Source: an optimization exercise on an open RTL-to-GDS flow (aim: small area, a short achievable clock period and few clock cycles per item). Production flows keep margins and buffers that such runs may drop.

Design fir_1, start of the top module:
module fir_1(
    input clk,
    input reset_p,
    input [15:0]x,
    input act,
    output reg [15:0]y,
    output ready
    );
For scale: about 1800 cells after synthesis, about 310 flip-flops, about 36 I/O pins.
export LEC_CHECK = 0
export CAP_MARGIN = 20
export CORE_MARGIN = 2
export CORE_UTILIZATION = 40
export SETUP_SLACK_MARGIN = 5
export SLEW_MARGIN = 20
export SYNTH_HIERARCHICAL = 1
export SYNTH_MINIMUM_KEEP_SIZE = 0
create_clock -name core_clock -period 10.0 [get_ports {clk}]
run.sh (not shown) runs the stock make flow with config.mk's settings and CLKGATE_MAP_FILE= SYNTH_SCRIPT=/design/flow/synth_recipe.tcl, a recipe that flattens the netlist after the stock synthesis.
Edit:
Settings changed: ABC_AREA set to 1.
Outcome: The new run ran to the end with no violations; final cell count rises by 31%; wire length rises by 13%; via count rises by 25%; setup slack gains 0.38 ns.
No run of this note included a check of the RTL's function; only the layout flow was run.

* * *

fir_1, a different RTL version from the one above (not shown whole).
Size: about 1700 cells after synthesis, ~260 flip-flops, about 36 I/O pins, ~23000 um^2 of cells after synthesis.
// fir_1
module fir_1(
    input clk,
    input reset_p,
    input [15:0]x,
    input act,
    output reg [15:0]y,
    output ready
    );
clock: 10.0 ns
lec_check: 0
cap_margin: 20
core_margin: 2
core_utilization: 40
setup_slack_margin: 5
slew_margin: 20
synth_hierarchical: 1
synth_minimum_keep_size: 0
==> next run, changes <==
Settings changed: SETUP_SLACK_MARGIN 5 to not set.
=>
- The new run went through all stages and came out clean
- maximum frequency goes down by 13%
- wire length shrinks by 4.6%
- worst setup slack gets worse by 800 ps
- cell area fell by 5.1%
- sequential cell count does not change
==> next run, changes <==
Settings changed: SYNTH_HIERARCHICAL 1 to not set, SYNTH_MINIMUM_KEEP_SIZE 0 to not set.
The changed run ran to the end with no violations.
Fmax falls by 0.57%.
Clock-buffer cell count is lower by 2.
Synthesized area is higher by 5.5%.
Cell area goes up by 4.0%.
Setup slack is worse by 35 ps.
==> next run, changes <==
Settings changed: SETUP_SLACK_MARGIN set to 3, SYNTH_HIERARCHICAL set to 1, SYNTH_MINIMUM_KEEP_SIZE set to 0.
The changed run finished clean.
Maximum frequency is higher by 2.4%.
Via count is lower by 7.0%.
First-iteration DRC count is higher by 3.8%.
Routed wire length is lower by 4.4%.
Final area is lower by 4.5%.
Non-clock buffer count is higher by 10.
No functional check of the RTL was part of any run of this note.

* * *

== trial 46 ==
Another version of the RTL of fir_1 (not shown whole).
For scale: roughly 2100 cells after synthesis, about 210 flip-flops, ~23000 µm² of cells after synthesis.
make LEC_CHECK=0 CAP_MARGIN=20 CORE_MARGIN=2 CORE_UTILIZATION=40 SLEW_MARGIN=20 finish   # period 10.0 ns
Input changes introduced in build 88 (baseline for comparison: trial 46):
Settings: setting ABC_CLOCK_PERIOD_IN_PS to 5000 for the first time.
==> run summary <==
- Build 88 against trial 46: data arrival time of the worst path level; routed wire length level.
- Taking trial 46 as the reference, in build 88 share of synthesized cell area in full adder, half adder and majority cells neither gained nor lost much, number of H-tree levels neither gained nor lost much, first-pass GRT wire length neither gained nor lost much, remaining antenna violation count neither gained nor lost much, share of the clock period used by the worst path neither gained nor lost much.
- From trial 46 to build 88, biggest fanout along the worst timing path did not move at all.
- Reported for trial 46 and build 88, total placed cells including tap cells turned out identical to the last digit.
- Shortest period the worst path allows: build 88 vs trial 46 identical
Function was not checked in any run of this note: the RTL went through the layout flow alone.

* * *

Another version of the RTL of fir_1 (not shown whole).
Size in the first run: ~310 flip-flops, roughly 36 I/O pins, ~27000 um2 of cells after synthesis.
export LEC_CHECK = 0
export ABC_AREA = 1
export CAP_MARGIN = 20
export CORE_MARGIN = 2
export CORE_UTILIZATION = 40
export CTS_BUF_LIST = sky130_fd_sc_hd__clkbuf_16
export CTS_CLUSTER_DIAMETER = 150
export CTS_CLUSTER_SIZE = 20
export SLEW_MARGIN = 20
export SYNTH_HIERARCHICAL = 1
export SYNTH_MINIMUM_KEEP_SIZE = 0
create_clock -name core_clock -period 10.0 [get_ports {clk}]
standard.sh (not shown) runs the stock make flow with config.mk's settings and CLKGATE_MAP_FILE= SYNTH_SCRIPT=/design/flow/synth_recipe.tcl, a recipe that flattens the netlist after the stock synthesis.
==> flow/flow/run.sh <==
#!/bin/bash
set -euo pipefail
bash standard.sh SETUP_SLACK_MARGIN=6.0 finish > standard.log 2>&1
The baseline finished with timing, DRC and antenna clean.
Edit:
==> flow/flow/run.sh (replaced) <==
#!/bin/bash
set -euo pipefail
bash standard.sh SETUP_SLACK_MARGIN=6.5 finish > standard.log 2>&1
Result:
- setup slack is better by 4.0 ps
- maximum frequency stays flat
- critical path depth increases by 3
- area after synthesis does not change
- die area does not change
No functional check of the RTL was part of any run of this note.

==> static timing again, ports no longer ideal <==
How much do the figures lean on ideal ports? The routed layouts below were timed once more, with nothing changed but the port constraints. Step 1, drivers: a clkbuf_16 drives clk and a buf_2 each remaining input, both assumed. Step 2 adds t to the input delays and takes it off the output delays; t is the mean of the earliest and latest rising clock arrival at the registers after step 1. Input paths then give back, and output paths get back, about the clock's delay inside the block. Slacks: no drivers / after step 1 / after step 2; pairs: no drivers / after step 1.
run	t, ns	setup WS [ns]	worst register clock-pin slew, ns
the first run of note 1	0.625	4.771 / 4.786 / 4.185	0.06 / 0.06
the second run of note 1	0.607	5.146 / 5.177 / 4.570	0.06 / 0.06
the first run of note 2	0.647	4.699 / 4.699 / 4.124	0.06 / 0.06
the second run of note 2	0.647	3.901 / 3.935 / 3.288	0.07 / 0.07
the third run of note 2	0.657	3.866 / 3.866 / 3.302	0.07 / 0.07
the fourth run of note 2	0.644	4.012 / 4.045 / 3.401	0.07 / 0.07
trial 46	0.628	3.098 / 3.098 / 3.098	0.07 / 0.07
build 88	0.628	3.098 / 3.098 / 3.098	0.07 / 0.07
the first run of note 4	0.619	5.791 / 5.791 / 5.285	0.11 / 0.11
the second run of note 4	0.613	5.795 / 5.795 / 5.343	0.10 / 0.10
After both steps every run listed still meets setup and hold. For the second run of note 2, which loses most, drivers alone change the setup slack by +0.034 ns; drivers and shift together by -0.613 ns.
